Background: an optimization exercise with open tools, aiming at small area and few clock cycles. Do not read the settings as production practice.
Where RTL was checked, it was by simulation tests only, not by an equivalence proof against the original.
Only the layout flow was run in run 3; the RTL was not checked for function there.
In every run shown here, the design's own scripts or RTL, not TritonCTS, make the clock network.
The clock input has no modelled driver; a real chip could not lean on it and would need a root buffer or a full tree.
Power and IR drop assume default switching activity.

`design/flow/config.mk`:
```
export PLATFORM = sky130hd
export DESIGN_NAME = diff2d
export DESIGN_NICKNAME = diff2d
export VERILOG_FILES = /design/flow/design.v
export SDC_FILE = /design/flow/constraint.sdc
export NUM_CORES = 4
export LEC_CHECK = 0
export CAP_MARGIN = 20
export CORE_MARGIN = 2
export CORE_UTILIZATION = 55
export SLEW_MARGIN = 20
```
`design/flow/constraint.sdc`:
```
create_clock -name core_clock -period 10.0 [get_ports {i_clk}]
set_input_delay 2.0000 -clock core_clock [delete_from_list [all_inputs] [get_ports {i_clk}]]
set_output_delay 2.0000 -clock core_clock [all_outputs]
set_load 0.01 [all_outputs]
```
`design/flow/design.v`:
```
module diff2d(i_clk, i_reset, i_data, i_start, o_datax, o_datay, o_address, o_Dx_addr, o_DyValid, o_DxValid, o_bussy);
  parameter WIDTH = 32, ADD_W = 12;
  localparam H = WIDTH/2;
  input  wire                      i_clk;
  input  wire                      i_reset;
  input  wire signed [(WIDTH-1):0] i_data;
  input  wire                      i_start;
  output wire signed [(WIDTH-1):0] o_datax;
  output wire signed [(WIDTH-1):0] o_datay;
  output wire        [(ADD_W-1):0] o_address;
  output wire        [(ADD_W-1):0] o_Dx_addr;
  output wire                      o_DyValid;
  output wire                      o_DxValid;
  output wire                      o_bussy;
  reg  [5:0]  r_x;
  reg  [5:0]  r_y;
  reg         r_phase;   
  reg         r_run;     
  reg         r_dv;      
  reg         r_ov;      
  reg  [(H-1):1]     r_nprev_lo;   
  reg                r_prev_0;     
  reg  [(WIDTH-1):H] r_nprev_hi;   
  reg  [(WIDTH-1):H] r_data_hi;
  reg  [(H-1):0]     r_diff_lo;
  reg                r_borrow;    
  wire        x_zero = (r_x == 6'd0);
  function [6:0] inc6;
    input [5:0] v;
    input       ci;
    integer i;
    reg c;
    begin
      c = ci;
      for (i = 0; i < 6; i = i + 1) begin
        inc6[i] = v[i] ^ c;
        c = v[i] & c;
      end
      inc6[6] = c;
    end
  endfunction
  wire [6:0]  w_nx = inc6(r_x, 1'b1);
  wire [6:0]  w_ny = inc6(r_y, x_zero);
  wire [6:0]  w_ay = inc6(w_ny[5:0], r_phase);
  wire [5:0]  n_x = w_nx[5:0];                         
  wire [5:0]  n_y = w_ny[5:0];
  wire [5:0]  a_y = w_ay[5:0];
  wire        last = r_dv & w_nx[6] & w_ay[6];
  wire        ld = r_phase | x_zero;
  wire        ld_d = ~r_phase | x_zero;
  function [WIDTH:0] add_rc;
    input [(WIDTH-1):0] a;
    input [(WIDTH-1):0] b;
    input               cin;
    input integer       n;
    integer i;
    reg c;
    begin
      add_rc = {(WIDTH+1){1'b0}};
      c = cin;
      for (i = 0; i < n; i = i + 1) begin
        add_rc[i] = a[i] ^ b[i] ^ c;
        c = (a[i] & b[i]) | (a[i] & c) | (b[i] & c);
      end
      add_rc[n] = c;
    end
  endfunction
  wire               w_c1 = i_data[0] | ~r_prev_0;
  wire [WIDTH:0]     w_lo1 = add_rc({{(WIDTH-H+1){1'b0}}, i_data[(H-1):1]}, {{(WIDTH-H+1){1'b0}}, r_nprev_lo}, w_c1, H-1);
  wire [H:0]         w_lo = {w_lo1[H-1:0], i_data[0] ^ r_prev_0};
  wire [WIDTH:0]     w_hi = add_rc({{H{1'b0}}, r_data_hi}, {{H{1'b0}}, r_nprev_hi}, ~r_borrow, WIDTH-H);
  always @(posedge i_clk) begin
    r_phase <= i_start | ~r_phase;
    if (i_start) begin
      r_x <= 6'd63;
      r_y <= 6'd63;
    end else if (r_phase) begin
      r_x <= n_x;
      r_y <= n_y;
    end
    if (ld) begin
      r_nprev_lo <= ~i_data[(H-1):1];
      r_prev_0   <= i_data[0];
    end
    if (ld_d)
      r_nprev_hi <= ~r_data_hi;
    r_data_hi <= i_data[(WIDTH-1):H];
    r_diff_lo <= w_lo[(H-1):0];
    r_borrow  <= ~w_lo[H];
  end
  always @(posedge i_clk) begin
    if (i_reset) begin
      r_run <= 1'b0;
      r_dv  <= 1'b0;
      r_ov  <= 1'b0;
    end else begin
      r_run <= i_start | (r_run & ~last);
      r_dv  <= r_run & (r_dv | ~r_phase);
      r_ov  <= r_dv;
    end
  end
  wire [(WIDTH-1):0] w_diff = {w_hi[(WIDTH-H-1):0], r_diff_lo};
  assign o_address = {a_y, n_x};
  assign o_Dx_addr = {r_y, r_x};
  assign o_datay   = w_diff;
  assign o_datax   = w_diff;
  assign o_DyValid = r_ov & ~r_phase;
  assign o_DxValid = r_ov & r_phase;
  assign o_bussy   = r_run | r_dv;
endmodule
```
`design/flow/flow/run.sh`:
```
#!/bin/bash
# The standard layout, with the smallest buffer on each port and a two-level
# clock tree built by flow/pre_cts.tcl. make's full output goes to flow.log.
set -euo pipefail
export BUFFER_PORTS_ARGS="-buffer_cell sky130_fd_sc_hd__buf_1"
export PRE_CTS_TCL="$PWD/flow/pre_cts.tcl"
export CLOCK_LEAVES=8
export CLOCK_LEAF_BUF=sky130_fd_sc_hd__clkbuf_4
export CLOCK_ROOT_BUF=sky130_fd_sc_hd__clkbuf_2
bash standard.sh > flow.log 2>&1
```
`design/flow/flow/pre_cts.tcl`:
```
# Clock tree built by hand: the registers are split into CLOCK_LEAVES groups by
# position (halving alternately along x and y); a leaf buffer at each group's
# centre drives that group's clock pins, and a root buffer at the centre of the
# leaves drives the leaves. The clock port drives only the root buffer.
set blk [ord::get_db_block]
set clk [$blk findNet i_clk]

proc centre { iterms } {
  set xs 0.0
  set ys 0.0
  foreach it $iterms {
    set bb [[$it getInst] getBBox]
    set xs [expr { $xs + ([$bb xMin] + [$bb xMax]) / 2.0 }]
    set ys [expr { $ys + ([$bb yMin] + [$bb yMax]) / 2.0 }]
  }
  set n [llength $iterms]
  return [list [expr { int($xs / $n) }] [expr { int($ys / $n) }]]
}

proc split_groups { iterms levels axis } {
  if { $levels == 0 } { return [list $iterms] }
  set keyed {}
  foreach it $iterms {
    set bb [[$it getInst] getBBox]
    if { $axis == 0 } { set k [expr { [$bb xMin] + [$bb xMax] }] } else { set k [expr { [$bb yMin] + [$bb yMax] }] }
    lappend keyed [list $k $it]
  }
  set sorted {}
  foreach p [lsort -integer -index 0 $keyed] { lappend sorted [lindex $p 1] }
  set h [expr { [llength $sorted] / 2 }]
  set a [lrange $sorted 0 [expr { $h - 1 }]]
  set b [lrange $sorted $h end]
  return [concat [split_groups $a [expr { $levels - 1 }] [expr { 1 - $axis }]] \
                 [split_groups $b [expr { $levels - 1 }] [expr { 1 - $axis }]]]
}

proc add_buffer { blk master name netname driver_net loads } {
  set inst [odb::dbInst_create $blk $master $name]
  set net [odb::dbNet_create $blk $netname]
  $net setSigType CLOCK
  foreach it $loads {
    $it disconnect
    $it connect $net
  }
  [$inst findITerm X] connect $net
  [$inst findITerm A] connect $driver_net
  set c [centre $loads]
  set w [[$inst getMaster] getWidth]
  $inst setLocation [expr { [lindex $c 0] - $w / 2 }] [lindex $c 1]
  $inst setPlacementStatus PLACED
  return $inst
}

set sinks {}
foreach it [$clk getITerms] { lappend sinks $it }
set levels [expr { int(log($::env(CLOCK_LEAVES)) / log(2) + 0.5) }]
set groups [split_groups $sinks $levels 0]
set leaf_master [[ord::get_db] findMaster $::env(CLOCK_LEAF_BUF)]
set root_master [[ord::get_db] findMaster $::env(CLOCK_ROOT_BUF)]
set leaves {}
set k 0
foreach g $groups {
  set inst [add_buffer $blk $leaf_master clkbuf_leaf_$k clknet_leaf_$k $clk $g]
  puts "clock leaf $k: [llength $g] registers"
  lappend leaves [$inst findITerm A]
  incr k
}
add_buffer $blk $root_master clkbuf_root clknet_root $clk $leaves
puts "clock root drives $k leaves"

# the tree is built: clock_tree_synthesis has nothing left to do
proc clock_tree_synthesis { args } {
  puts "clock_tree_synthesis skipped: the clock tree was built by pre_cts.tcl"
}
```
`design/flow/standard.sh`:
```
#!/bin/bash
# synth_recipe.tcl (not shown) runs the flow's synth.tcl, then flattens the netlist and writes it again
# the make line also repeats each setting of config.mk as NAME=value (left out here)
make -C /OpenROAD-flow-scripts/flow DESIGN_CONFIG=/design/flow/config.mk WORK_HOME=/design/flow/orfs CLKGATE_MAP_FILE= SYNTH_SCRIPT=/design/flow/synth_recipe.tcl "${@:-finish}"
```
==> metrics.yaml, run 1 <==
sta:
  rsz0062_at_grt: "false"
  final.period_utilization: 0.933
  skew_ns: 0.0146
  max_slew.worst_pin.slew_ns: 0.406
  tns_ns: 0
  slew_headroom: 0.729
  finalHoldViolCount: 0
  max_freq_ghz: 0.107
  slew_violations: 0
  fin_crit_ns: 9.33
  finalSetupViolCount: 0
detailed_routing:
  wl_per_cell_um: 12.2
  drtIter0Drc: 48
  drtPass1Iterations: 4
  drc: 0
  vias: 1929
  ant_nets: 0
  vias_per_cell: 4.57
  drt_wl_total_um: 5130
worst_setup_path:
  reg2regPathDepth: 17
  crit_type: "reg -> out"
  arrival_ns: 7.33
  crit_required_ns: 8.00
  critPathLaunchType: "flop"
  endpoint_kind: "output pin"
  path_max_fanout: 2
  reg2reg_to: "r_diff_lo[15]"
  rrSetupSlack_ns: 3.45
  worstSetupStartpoint: "r_nprev_hi[16]"
  worstReg2RegStart: "r_prev_0"
hold_path:
  min_path_cells: 1
  hold_start: "r_run"
  min_to: "r_dv"
  hold_path_class: "reg -> reg"
power_and_ir_drop:
  power_density_nw_per_um2: 181
  leakagePower_nw: 1.63
  peakVddDrop_mv: 0.102
  finalPower_mw: 0.700
clock_network:
  cts.reportedPaths.clkPinSlew_ns: 0.11
  hold_buffers: 0
  postCtsSetupRepairBufs: 0
  cts_resized: 0
  clk_latency_ns: 0.47
synth:
  synth_edf_count: 32
  yosysWarnings: 1
  async_reset_ff_frac: 0
  avgSynthCellArea_um2: 14.2
  yosysSeqAreaShare: 0.558
  ys.flop_type: "dfxtp_1"
  syn_area_um2: 3480
  synth_nets: 328
  synth_cells: 245
  netlist-cell-type-count: 27
  yosys_register_bits: 81
floorplan:
  core_area_um2: 6030
  fp.dieArea_um2: 6980
  ios: 126
  start_util: 0.577
  die_h_um: 83.5
  placementRows: 28
  die_w_um: 83.5
finish:
  drive_above_1_share: 0.0519
  syn_to_final_growth_pct: 11.2
  antenna_cells: 0
  nets: 432
  stdcell_count: 422
global_route:
  grt_pass1_vias: 1841
  overflow: 0
  grt_usage: 0.150
  antenna_found_initial: 0
  grt_pass1_wl_um: 8630
  grt_max_degree: 21
placement:
  dp_cells: 413
  routabilityCongestion: 0.731
  place.port_buffers: 125
  hpwlAfterDp_um: 4000
outcome:
  status: "finished clean"
run:
  maxCapViolCount: 0
[critical path, stage by stage, from the launching register on]
cell	delay, ns
edfxtp_1	0.41
fa_1	0.46
fa_1	0.39
fa_1	0.40
fa_1	0.40
fa_1	0.40
fa_1	0.40
fa_1	0.39
fa_1	0.39
fa_1	0.38
fa_1	0.40
fa_1	0.40
fa_1	0.39
fa_1	0.39
fa_1	0.38
fa_1	0.38
xnor2_1	0.17
xnor2_1	0.15
buf_1	0.18
[area by class of cell]
type	count	area, um^2
Timing Repair Buffer	128	492
Inverter	41	154
Buffer	9	65.1
Tap cell	75	93.8
Multi-Input combinational cell	88	1120
Sequential cell	81	1940
Fill cell	505	2160
[routing by layer]
metal	global-route usage	up-vias	wire length, um
met5	0	-	0
met4	0.0147	0	35
met3	0.0267	4	395
met2	0.262	77	2520
met1	0.207	903	2180
li1	-	945	-
[power by group]
group	switching, mW	total, mW	internal (mW)
clock	0.0940	0.133	0.0394
sequential	0.0225	0.400	0.378
combinational	0.102	0.166	0.0642
total	0.218	0.700	0.482
[metrics by stage]
step / hold WS (ns) / setup slack [ns] / utilization / instance area [um^2]
finish: 0.470 / 0.669 / 0.642 / 3870
global route: 0.499 / 0.319 / 0.642 / 3870
CTS: 0.454 / 1.09 / 0.642 / 3870
detailed placement: 0.454 / 1.09 / 0.631 / 3800
global placement: 0.452 / 1.31 / 0.631 / 3800
floorplan: 0.438 / 1.28 / - / 3480
[how the worst max path moves through the flow]
stage	end	slack, ns	depth (start not counted)
6_report	o_datay[31]	0.67	18
5_1_grt	o_datax[31]	0.32	18
4_1_cts	o_datay[31]	1.09	18
3_5_place_dp	o_datay[31]	1.09	18
3_3_place_gp	o_datax[31]	1.31	18
2_1_floorplan	o_datay[31]	1.28	18
[cell usage after synthesis, types with 2 or more instances]
cell,number,share of area
edfxtp_1,32,0.28
dfxtp_1,49,0.28
ha_1,18,0.065
mux2i_1,9,0.026
buf_4,32,0.069
fa_1,30,0.17
nand2_1,12,0.013
inv_1,41,0.044
xnor2_1,3,0.0076
o41ai_1,2,0.0050
[placed cells by master (no fill, tap or decap)]
cell type	n
and3_2	1
o211ai_1	1
o21ai_0	1
clkbuf_4	8
or2_2	1
mux2i_1	9
dfxtp_1	49
buf_4	3
ha_1	18
and2_2	1
o21bai_1	1
a41oi_1	1
and2b_2	1
inv_1	41
buf_1	125
o41ai_2	2
clkbuf_2	1
xor2_1	1
nand2_1	12
a21oi_1	1
nor4_1	1
edfxtp_1	32
nor2b_1	1
o211a_1	1
nand2b_1	1
xnor2_1	3
fa_1	30
[cells by family (layout without fill, tap and decap cells)]
logic type	count (synthesis)	in the layout	share of synthesized area
flip-flops	81	81	0.558
AO/OA/AOI/OAI	8	8	0.0176
multiplexers	9	9	0.0259
XOR/XNOR	4	4	0.0101
adder cells (fa/ha/maj)	48	48	0.237
AND/OR/NAND/NOR	19	19	0.0270
buffers and inverters	76	178	0.124
[flip-flops by register name, indices dropped and copies added, names as in the netlist]
register / cells
r_prev_0: 1
r_phase: 1
r_data_hi: 16
r_x: 6
r_diff_lo: 16
r_y: 6
r_dv: 1
r_borrow: 1
r_ov: 1
r_nprev_lo: 15
r_nprev_hi: 16
r_run: 1
Testbench counts, summed over its fixed seeds: cycles 196,680.
==> run 2, diff against run 1 <==
--- a/design/flow/config.mk
+++ b/design/flow/config.mk
@@ -7,5 +7,5 @@
 export LEC_CHECK = 0
 export CAP_MARGIN = 20
 export CORE_MARGIN = 2
-export CORE_UTILIZATION = 55
+export CORE_UTILIZATION = 70
 export SLEW_MARGIN = 20
==> run 2 against run 1 <==
Against the previous run: wire length up 1.1%; register-to-register slack got worse by 0.08 ns; die area is 20% lower; critical endpoint is now o_datax[31]; worst setup slack got worse by 0.042 ns; combinational power barely moved; synthesized cell count unchanged; worst hold slack better by 0.0084 ns; largest power group unchanged; cell area is 0.26% lower; cell count down 1.9%; synthesized area is the same; sequential share of layout area increased by 0.13 points.
==> metrics.yaml, run 2 <==
synth:
  synth_nets: 328
  synth.most_common_cell: "dfxtp_1"
  async_reset_ff_frac: 0
  synth_edf_count: 32
  avgSynthCellArea_um2: 14.2
  netlist-cell-type-count: 27
  syn_area_um2: 3480
  netlist_top_cells_count: "49 x dfxtp_1, 41 x inv_1, 32 x buf_4, 32 x edfxtp_1, 30 x fa_1"
  yosys_register_bits: 81
  yosysTopAreaCellShare: 0.282
  yosysTopAreaCell: "dfxtp_1"
  ys.flop_type: "dfxtp_1"
  yosysWarnings: 1
  synth_area_leaders: "dfxtp_1 28%, edfxtp_1 28%, fa_1 17%, buf_4 6.9%, ha_1 6.5%"
  synth_cells: 245
  yosysSeqAreaShare: 0.558
power_and_ir_drop:
  peakVddDrop_mv: 0.128
  power_density_nw_per_um2: 181
  finalPower_mw: 0.697
  leakagePower_nw: 1.63
finish:
  nFillCells: 306
  nets: 432
  syn_to_final_growth_pct: 10.9
  multiInputGateArea_um2: 1120
  utilization: 0.811
  drive_above_1_share: 0.0519
  ff_latch_area_um2: 1940
  antenna_cells: 0
  final_common_cell: "buf_1"
  top_regs: "r_data_hi (16), r_diff_lo (16), r_nprev_hi (16)"
  final_cell_mix: "125 x buf_1, 49 x dfxtp_1, 41 x inv_1"
worst_setup_path:
  critPathLaunchType: "flop"
  reg2reg_to: "r_diff_lo[15]"
  rrSetupSlack_ns: 3.37
  crit_required_ns: 8.00
  crit_type: "reg -> out"
  reg2regPathDepth: 17
  worstReg2RegStart: "r_prev_0"
  path_max_fanout: 2
  arrival_ns: 7.37
  endpoint_kind: "output pin"
sta:
  fin_crit_ns: 9.37
  max_freq_ghz: 0.107
  setup_slack_ns: 0.627
  slew_headroom: 0.725
  tns_ns: 0
  rsz0062_at_grt: "false"
  skew_ns: 0.00755
  fin_hold_ws_ns: 0.478
  final.period_utilization: 0.937
  finalSetupViolCount: 0
  slew_violations: 0
  max_slew.worst_pin.slew_ns: 0.413
  finalHoldViolCount: 0
global_route:
  grt_max_degree: 21
  grt_pass1_wl_um: 8140
  overflow: 0
  grt_usage: 0.187
  grt_pass1_vias: 1901
  antenna_found_initial: 0
clock_network:
  cts.reportedPaths.clkPinSlew_ns: 0.10
  clk_latency_ns: 0.47
  postCtsSetupRepairBufs: 0
  hold_buffers: 0
  cts_resized: 0
hold_path:
  hold_start: "r_data_hi[31]"
  min_path_cells: 1
  hold_path_class: "reg -> reg"
  min_to: "r_nprev_hi[31]"
floorplan:
  core_area_um2: 4750
  die_w_um: 74.5
  start_util: 0.732
  ios: 126
  die_h_um: 74.5
  placementRows: 25
  fp.dieArea_um2: 5550
placement:
  place.port_buffers: 125
  hpwlAfterDp_um: 4220
  pre_cts_ws_ns: 1.08
  routabilityCongestion: 0.736
detailed_routing:
  drtIter0Drc: 28
  ant_nets: 0
  vias: 1969
  drt_wl_total_um: 5190
  drtPass1Iterations: 3
  drc: 0
  wl_per_cell_um: 12.5
  vias_per_cell: 4.76
outcome:
  status: "finished clean"
run:
  maxCapViolCount: 0
==> run 2: cell counts after synthesis <==
No cell type changed its count.
==> run 2: where the power goes <==
part           leakage, nW  internal (mW)  switching [mW]
clock               0.0410         0.0393          0.0885
sequential           0.723          0.378          0.0233
combinational        0.870         0.0644           0.103
==> run 2: critical path, stage by stage, from the launching register on <==
cell,delay (ns)
edfxtp_1,0.41
fa_1,0.45
fa_1,0.40
fa_1,0.39
fa_1,0.39
fa_1,0.39
fa_1,0.39
fa_1,0.38
fa_1,0.40
fa_1,0.39
fa_1,0.39
fa_1,0.38
fa_1,0.39
fa_1,0.38
fa_1,0.39
fa_1,0.41
xnor2_1,0.21
xnor2_1,0.17
buf_1,0.17
==> run 2: how the worst max path moves through the flow <==
stage,from,to,cells past startpoint
floorplan,r_nprev_hi[16],o_datay[31],18
finish,r_nprev_hi[16],o_datax[31],18
detailed placement,r_nprev_hi[16],o_datax[31],18
CTS,r_nprev_hi[16],o_datax[31],18
global route,r_nprev_hi[16],o_datay[31],18
global placement,r_nprev_hi[16],o_datay[31],18
==> run 2: stage by stage <==
| stage | instance area (um^2) | std cells |
|---|---|---|
| after floorplan | 3480 | 245 |
| after global placement | 3790 | 405 |
| after detailed placement | 3790 | 405 |
| after CTS | 3860 | 414 |
| after global routing | 3860 | 414 |
| final | 3860 | 414 |
==> run 2: kinds of logic (layout without fill, tap and decap cells) <==
kind of cell	count (synthesis)	in the layout	share of synthesized area
xor+xnor	4	4	0.0101
flops	81	81	0.558
buf+inv	76	178	0.124
fa+ha+maj	48	48	0.237
mux	9	9	0.0259
simple gates	19	19	0.0270
compound gates	8	8	0.0176
==> run 2: layout make-up <==
cell class	count	share of cell area
Multi-Input combinational cell	88	0.291
Sequential cell	81	0.503
Timing Repair Buffer	128	0.127
Buffer	9	0.0169
Inverter	41	0.0399
Tap cell	67	0.0217
==> run 2: metal layers <==
metal,routed length (um),track usage,vias to the layer above,part of all wire
li1,-,-,954,-
met1,2000,0.225,922,0.39
met2,2740,0.349,82,0.53
met3,372,0.0339,11,0.072
met4,75,0.0456,0,0.014
met5,0,0,-,0
==> run 3, diff against run 2 <==
--- a/design/flow/design.v
+++ b/design/flow/design.v
@@ -46,8 +46,10 @@
   wire [5:0]  n_y = w_ny[5:0];
   wire [5:0]  a_y = w_ay[5:0];
   wire        last = r_dv & w_nx[6] & w_ay[6];
-  wire        ld = r_phase | x_zero;
-  wire        ld_d = ~r_phase | x_zero;
+  reg         r_ld;
+  reg         r_ld_d;    
+  wire        ld = r_ld;
+  wire        ld_d = r_ld_d;
   function [WIDTH:0] add_rc;
     input [(WIDTH-1):0] a;
     input [(WIDTH-1):0] b;
@@ -78,6 +80,8 @@
       r_x <= n_x;
       r_y <= n_y;
     end
+    r_ld   <= i_start | ~r_phase | w_nx[6];
+    r_ld_d <= r_ld;
     if (ld) begin
       r_nprev_lo <= ~i_data[(H-1):1];
       r_prev_0   <= i_data[0];
==> run 3 against run 2 <==
Against the previous run: still clean on timing, DRC and antenna; flip-flop and latch count increased by 2; first-iteration DRC count increased by 61%; worst hold slack got worse by 0.0048 ns; cell area about the same; power increased by 16%; synthesized area increased by 0.90%; synthesized cell count unchanged; cell count decreased by 0.48%; clock power increased by 5%; worst setup slack improved by 0.15 ns.
==> metrics.yaml, run 3 <==
outcome:
  status: "finished clean"
sta:
  slew_headroom: 0.499
  rsz0062_at_grt: "false"
  slew_violations: 0
  max_freq_ghz: 0.108
  setup_slack_ns: 0.775
  max_slew.worst_pin.slew_ns: 0.751
  finalHoldViolCount: 0
  skew_ns: 0.0143
  tns_ns: 0
  fin_crit_ns: 9.23
  final.period_utilization: 0.923
  finalSetupViolCount: 0
finish:
  nets: 430
  syn_to_final_growth_pct: 9.95
  drive_above_1_share: 0.0377
  antenna_cells: 0
  top_regs: "r_data_hi (16), r_diff_lo (16), r_nprev_hi (16)"
  stdcell_count: 412
  final_cell_mix: "125 x buf_1, 51 x dfxtp_1, 39 x inv_1"
  final_common_cell: "buf_1"
worst_setup_path:
  arrival_ns: 7.23
  critPathLaunchType: "flop"
  crit_required_ns: 8.00
  endpoint_kind: "output pin"
  path_max_fanout: 2
  crit_type: "reg -> out"
clock_network:
  hold_buffers: 0
  clk_latency_ns: 0.49
  cts_resized: 0
  cts.reportedPaths.clkPinSlew_ns: 0.12
  postCtsSetupRepairBufs: 0
power_and_ir_drop:
  clockPowerShare: 0.167
  swShare: 0.338
  power_density_nw_per_um2: 209
  peakVddDrop_mv: 0.134
  p_switching_mw: 0.273
  p_seq_frac: 0.553
  finalPower_mw: 0.807
  leakagePower_nw: 1.63
  p_int_mw: 0.534
  share_comb_of_total_power: 0.281
synth:
  yosysTopAreaCellShare: 0.291
  synth_nets: 328
  synth.most_common_cell: "dfxtp_1"
  yosysWarnings: 1
  yosys_register_bits: 83
  synth_edf_count: 32
  avgSynthCellArea_um2: 14.3
  netlist-cell-type-count: 26
  ys.flop_type: "dfxtp_1"
  yosysTopAreaCell: "dfxtp_1"
  yosysSeqAreaShare: 0.565
  synth_cells: 245
  syn_area_um2: 3510
  synth_area_leaders: "dfxtp_1 29%, edfxtp_1 27%, fa_1 17%, buf_4 6.8%, ha_1 6.4%"
  netlist_top_cells_count: "51 x dfxtp_1, 39 x inv_1, 32 x buf_4, 32 x edfxtp_1, 30 x fa_1"
  async_reset_ff_frac: 0
placement:
  dp_cells: 403
  routabilityCongestion: 0.771
  hpwlAfterDp_um: 4290
  place.port_buffers: 125
  pre_cts_ws_ns: 1.29
detailed_routing:
  drtIter0Drc: 45
  wl_per_cell_um: 12.9
  drc: 0
  vias_per_cell: 4.74
  vias: 1951
  ant_nets: 0
  drtPass1Iterations: 4
  drt_wl_total_um: 5330
floorplan:
  die_h_um: 74.8
  ios: 126
  placementRows: 25
  die_w_um: 74.8
  start_util: 0.733
  core_area_um2: 4790
  fp.dieArea_um2: 5600
global_route:
  grt_max_degree: 20
  grt_pass1_vias: 1908
  overflow: 0
  grt_pass1_wl_um: 8270
  antenna_found_initial: 0
  grt_usage: 0.191
run:
  maxCapViolCount: 0
hold_path:
  hold_path_class: "reg -> reg"
[run 3: cell types whose count changed in the layout (fill, tap and decap cells not counted), sizes merged, moves of 2 or more]
cell,previous run,this run
o41ai,2,0
dfxtp,49,51
inv,41,39
buf,128,126
[run 3: area by class of cell]
cell class / instances / area, um^2
fill: 306 / 927
multi-input combinational: 88 / 1100
timing repair buffer: 126 / 477
sequential: 83 / 1980
inverter: 39 / 146
tap: 67 / 83.8
buffer: 9 / 65.1
[run 3: worst paths after layout]
kind | start | endpoint | slack (ns) | cells after the start
worst max register to register | r_prev_0 | r_diff_lo[15] | 3.37 | 17
worst min-delay path | r_data_hi[18] | r_nprev_hi[18] | 0.47 | 1
worst min register to register | r_data_hi[18] | r_nprev_hi[18] | 0.47 | 1
worst max-delay path | r_nprev_hi[16] | o_datay[31] | 0.77 | 17
[run 3: cell families after synthesis]
kind of cell | count (synthesis) | share of synthesized area
flops | 83 | 0.565
buf+inv | 74 | 0.120
fa+ha+maj | 48 | 0.235
simple gates | 22 | 0.0342
mux | 9 | 0.0257
compound gates | 5 | 0.00962
xor+xnor | 4 | 0.00998
[run 3: worst max-delay path, cell delays in order, from the launching register on]
cell and delay (ns):
edfxtp_1 0.41, fa_1 0.45, fa_1 0.40, fa_1 0.41
fa_1 0.39, fa_1 0.39, fa_1 0.39, fa_1 0.39
fa_1 0.39, fa_1 0.41, fa_1 0.41, fa_1 0.39
fa_1 0.38, fa_1 0.38, fa_1 0.38, fa_1 0.38
xnor2_1 0.20, buf_1 0.17
[run 3: metal layers]
metal	track usage	part of all wire	up-vias
met3	0.0335	0.081	7
met4	0.0278	0.011	0
li1	-	-	938
met5	0	0	-
met2	0.354	0.50	85
met1	0.241	0.40	921
[run 3: power by group through the flow]
stage          sequential [mW]  clock [mW]  combinational [mW]
2_1_floorplan            0.461           0               0.185
3_3_place_gp             0.452           0               0.220
3_5_place_dp             0.455           0               0.231
4_1_cts                  0.455      0.0968               0.231
5_1_grt                  0.455       0.151               0.259
6_report                 0.446       0.134               0.226
[run 3: stage by stage]
stage                     hold WS (ns)  instance area, um^2   util
after floorplan                  0.440                 3510      -
after global placement           0.447                 3790  0.793
after detailed placement         0.457                 3790  0.793
after CTS                        0.457                 3860  0.806
after global routing             0.488                 3860  0.806
final                            0.473                 3860  0.806
==> run 4, diff against run 3 <==
--- a/design/flow/design.v
+++ b/design/flow/design.v
@@ -46,10 +46,8 @@
   wire [5:0]  n_y = w_ny[5:0];
   wire [5:0]  a_y = w_ay[5:0];
   wire        last = r_dv & w_nx[6] & w_ay[6];
-  reg         r_ld;
-  reg         r_ld_d;    
-  wire        ld = r_ld;
-  wire        ld_d = r_ld_d;
+  wire        ld = r_phase | x_zero;
+  wire        ld_d = ~r_phase | x_zero;
   function [WIDTH:0] add_rc;
     input [(WIDTH-1):0] a;
     input [(WIDTH-1):0] b;
@@ -80,8 +78,6 @@
       r_x <= n_x;
       r_y <= n_y;
     end
-    r_ld   <= i_start | ~r_phase | w_nx[6];
-    r_ld_d <= r_ld;
     if (ld) begin
       r_nprev_lo <= ~i_data[(H-1):1];
       r_prev_0   <= i_data[0];
--- a/design/flow/flow/run.sh
+++ b/design/flow/flow/run.sh
@@ -4,7 +4,7 @@
 set -euo pipefail
 export BUFFER_PORTS_ARGS="-buffer_cell sky130_fd_sc_hd__buf_1"
 export PRE_CTS_TCL="$PWD/flow/pre_cts.tcl"
-export CLOCK_LEAVES=8
+export CLOCK_LEAVES=7
 export CLOCK_LEAF_BUF=sky130_fd_sc_hd__clkbuf_4
 export CLOCK_ROOT_BUF=sky130_fd_sc_hd__clkbuf_2
 bash standard.sh > flow.log 2>&1
--- a/design/flow/flow/pre_cts.tcl
+++ b/design/flow/flow/pre_cts.tcl
@@ -1,5 +1,5 @@
 # Clock tree built by hand: the registers are split into CLOCK_LEAVES groups by
-# position (halving alternately along x and y); a leaf buffer at each group's
+# position (cutting alternately along x and y); a leaf buffer at each group's
 # centre drives that group's clock pins, and a root buffer at the centre of the
 # leaves drives the leaves. The clock port drives only the root buffer.
 set blk [ord::get_db_block]
@@ -17,21 +17,22 @@
   return [list [expr { int($xs / $n) }] [expr { int($ys / $n) }]]
 }
 
-proc split_groups { iterms levels axis } {
-  if { $levels == 0 } { return [list $iterms] }
+proc split_groups { iterms k axis } {
+  if { $k <= 1 } { return [list $iterms] }
   set keyed {}
   foreach it $iterms {
     set bb [[$it getInst] getBBox]
-    if { $axis == 0 } { set k [expr { [$bb xMin] + [$bb xMax] }] } else { set k [expr { [$bb yMin] + [$bb yMax] }] }
-    lappend keyed [list $k $it]
+    if { $axis == 0 } { set key [expr { [$bb xMin] + [$bb xMax] }] } else { set key [expr { [$bb yMin] + [$bb yMax] }] }
+    lappend keyed [list $key $it]
   }
   set sorted {}
   foreach p [lsort -integer -index 0 $keyed] { lappend sorted [lindex $p 1] }
-  set h [expr { [llength $sorted] / 2 }]
+  set k1 [expr { $k / 2 }]
+  set h [expr { ([llength $sorted] * $k1 + $k / 2) / $k }]
   set a [lrange $sorted 0 [expr { $h - 1 }]]
   set b [lrange $sorted $h end]
-  return [concat [split_groups $a [expr { $levels - 1 }] [expr { 1 - $axis }]] \
-                 [split_groups $b [expr { $levels - 1 }] [expr { 1 - $axis }]]]
+  return [concat [split_groups $a $k1 [expr { 1 - $axis }]] \
+                 [split_groups $b [expr { $k - $k1 }] [expr { 1 - $axis }]]]
 }
 
 proc add_buffer { blk master name netname driver_net loads } {
@@ -53,8 +54,7 @@
 
 set sinks {}
 foreach it [$clk getITerms] { lappend sinks $it }
-set levels [expr { int(log($::env(CLOCK_LEAVES)) / log(2) + 0.5) }]
-set groups [split_groups $sinks $levels 0]
+set groups [split_groups $sinks $::env(CLOCK_LEAVES) 0]
 set leaf_master [[ord::get_db] findMaster $::env(CLOCK_LEAF_BUF)]
 set root_master [[ord::get_db] findMaster $::env(CLOCK_ROOT_BUF)]
 set leaves {}
==> run 4 against run 3 <==
Against the previous run: highest routed layer unchanged; worst hold slack improved by 0.0078 ns; synthesized area shrank 0.89%; cell area down 0.23%; power down 14%.
==> metrics.yaml, run 4 <==
floorplan:
  fp.dieArea_um2: 5550
  core_area_um2: 4750
  placementRows: 25
  die_h_um: 74.5
  die_w_um: 74.5
  ios: 126
  start_util: 0.732
sta:
  finalHoldViolCount: 0
  final.period_utilization: 0.934
  skew_ns: 0.0128
  slew_headroom: 0.726
  tns_ns: 0
  max_slew.worst_pin.slew_ns: 0.411
  rsz0062_at_grt: "false"
  max_freq_ghz: 0.107
  fin_crit_ns: 9.34
  slew_violations: 0
  finalSetupViolCount: 0
global_route:
  grt_pass1_wl_um: 8150
  overflow: 0
  grt_pass1_vias: 1896
  grt_usage: 0.188
  grt_max_degree: 21
  antenna_found_initial: 0
synth:
  yosysTopAreaCellShare: 0.282
  netlist_top_cells_count: "49 x dfxtp_1, 41 x inv_1, 32 x buf_4, 32 x edfxtp_1, 30 x fa_1"
  avgSynthCellArea_um2: 14.2
  synth_cells: 245
  yosysSeqAreaShare: 0.558
  synth.most_common_cell: "dfxtp_1"
  yosysTopAreaCell: "dfxtp_1"
  synth_edf_count: 32
  yosysWarnings: 1
  synth_area_leaders: "dfxtp_1 28%, edfxtp_1 28%, fa_1 17%, buf_4 6.9%, ha_1 6.5%"
  yosys_register_bits: 81
  synth_nets: 328
  async_reset_ff_frac: 0
  syn_area_um2: 3480
  netlist-cell-type-count: 27
  ys.flop_type: "dfxtp_1"
worst_setup_path:
  worstSetupStartpoint: "r_nprev_hi[16]"
  path_max_fanout: 2
  crit_type: "reg -> out"
  worstReg2RegStart: "r_prev_0"
  crit_required_ns: 8.00
  critPathLaunchType: "flop"
  arrival_ns: 7.34
  reg2regPathDepth: 17
  rrSetupSlack_ns: 3.36
  reg2reg_to: "r_diff_lo[15]"
  endpoint_kind: "output pin"
hold_path:
  min_to: "r_nprev_hi[31]"
  hold_start: "r_data_hi[31]"
  hold_path_class: "reg -> reg"
  min_path_cells: 1
power_and_ir_drop:
  power_density_nw_per_um2: 180
  peakVddDrop_mv: 0.129
  finalPower_mw: 0.692
  leakagePower_nw: 1.63
finish:
  nets: 431
  final_common_cell: "buf_1"
  final_cell_mix: "125 x buf_1, 49 x dfxtp_1, 41 x inv_1"
  utilization: 0.810
  postLayoutCellArea_um2: 3850
  top_regs: "r_data_hi (16), r_diff_lo (16), r_nprev_hi (16)"
  syn_to_final_growth_pct: 10.7
  drive_above_1_share: 0.0491
  antenna_cells: 0
run:
  maxCapViolCount: 0
detailed_routing:
  drtPass1Iterations: 3
  drt_wl_total_um: 5250
  drtIter0Drc: 47
  vias: 1943
  vias_per_cell: 4.70
  ant_nets: 0
  drc: 0
  wl_per_cell_um: 12.7
clock_network:
  cts.reportedPaths.clkPinSlew_ns: 0.11
  cts_resized: 0
  postCtsSetupRepairBufs: 0
  clk_latency_ns: 0.45
  hold_buffers: 0
placement:
  place.port_buffers: 125
  routabilityCongestion: 0.736
  hpwlAfterDp_um: 4220
  place_area_um2: 3790
outcome:
  status: "finished clean"
run 4: how the worst max path moves through the flow:
stage,endpoint,cells past startpoint
floorplan,o_datay[31],18
finish,o_datax[31],18
CTS,o_datax[31],18
global placement,o_datay[31],18
detailed placement,o_datax[31],18
global route,o_datay[31],18
run 4: cells by family (layout without fill, tap and decap cells):
family,Yosys count,in the layout,share of synthesized area
AOI/OAI and AO/OA,8,8,0.0176
xor gates and xnor gates,4,4,0.0101
adders and majority gates,48,48,0.237
buffers and inverters,76,177,0.124
DFF,81,81,0.558
muxes,9,9,0.0259
and+or+nand+nor,19,19,0.0270
run 4: final cells by class:
class,instances,area [um^2]
timing repair buffer,128,492
buffer,8,57.6
tap,67,83.8
inverter,41,154
multi-input combinational,88,1120
fill,306,905
sequential,81,1940
run 4: metal layers:
layer / global-route usage / wire (um)
met1: 0.228 / 2060
met2: 0.352 / 2770
met3: 0.0298 / 350
met4: 0.0456 / 72
met5: 0 / 0
run 4: worst max-delay path, stage by stage (launching register included):
cell      delay [ns]
edfxtp_1        0.41
fa_1            0.45
fa_1            0.40
fa_1            0.39
fa_1            0.39
fa_1            0.39
fa_1            0.39
fa_1            0.38
fa_1            0.40
fa_1            0.39
fa_1            0.39
fa_1            0.39
fa_1            0.39
fa_1            0.38
fa_1            0.39
fa_1            0.41
xnor2_1         0.21
xnor2_1         0.17
buf_1           0.18
run 4: where the power goes:
group          switching (mW)  total (mW)  internal, mW
Combinational           0.103       0.168        0.0645
Clock                  0.0883       0.123        0.0350
Sequential             0.0233       0.401         0.378
Total                   0.215       0.692         0.477
run 4: per-stage QoR:
stage | setup slack [ns] | instances | hold slack [ns]
5_1_grt | 0.254 | 413 | 0.488
3_3_place_gp | 1.33 | 405 | 0.446
6_report | 0.659 | 413 | 0.481
2_1_floorplan | 1.28 | 245 | 0.438
4_1_cts | 1.08 | 413 | 0.457
3_5_place_dp | 1.08 | 405 | 0.462
Testbench counts of run 4, summed over its fixed seeds: cycles 196,680.

## re-timing with driven ports
No port has a modelled driver above. Below, the same layouts with a new extraction and two added sets of constraints. Step 1 sets driving cells, clkbuf_16 on the clock port and buf_2 on the other inputs (assumed; they add their load-dependent delay and slew). Step 2, shift: input delay + t, output delay - t, t = (earliest + latest rising clock arrival at the registers) / 2. This alone moves slack from input paths to output paths. a / b / c = ideal / step 1 / step 2; a / b = the first two.
run | t, ns | slack for setup (ns) | latest minus earliest clock arrival (ns) | worst register clock-pin slew, ns | worst slew at a driven data input, ns
run 1 | 0.482 | 0.669 / 0.645 / 1.127 | 0.015 / 0.015 | 0.12 / 0.12 | 0.05
run 2 | 0.488 | 0.627 / 0.603 / 1.092 | 0.009 / 0.009 | 0.10 / 0.10 | 0.05
run 3 | 0.508 | 0.775 / 0.750 / 1.257 | 0.017 / 0.017 | 0.12 / 0.12 | 0.04
run 4 | 0.468 | 0.659 / 0.636 / 1.103 | 0.013 / 0.013 | 0.12 / 0.12 | 0.04
After both steps every run listed still meets setup and hold.
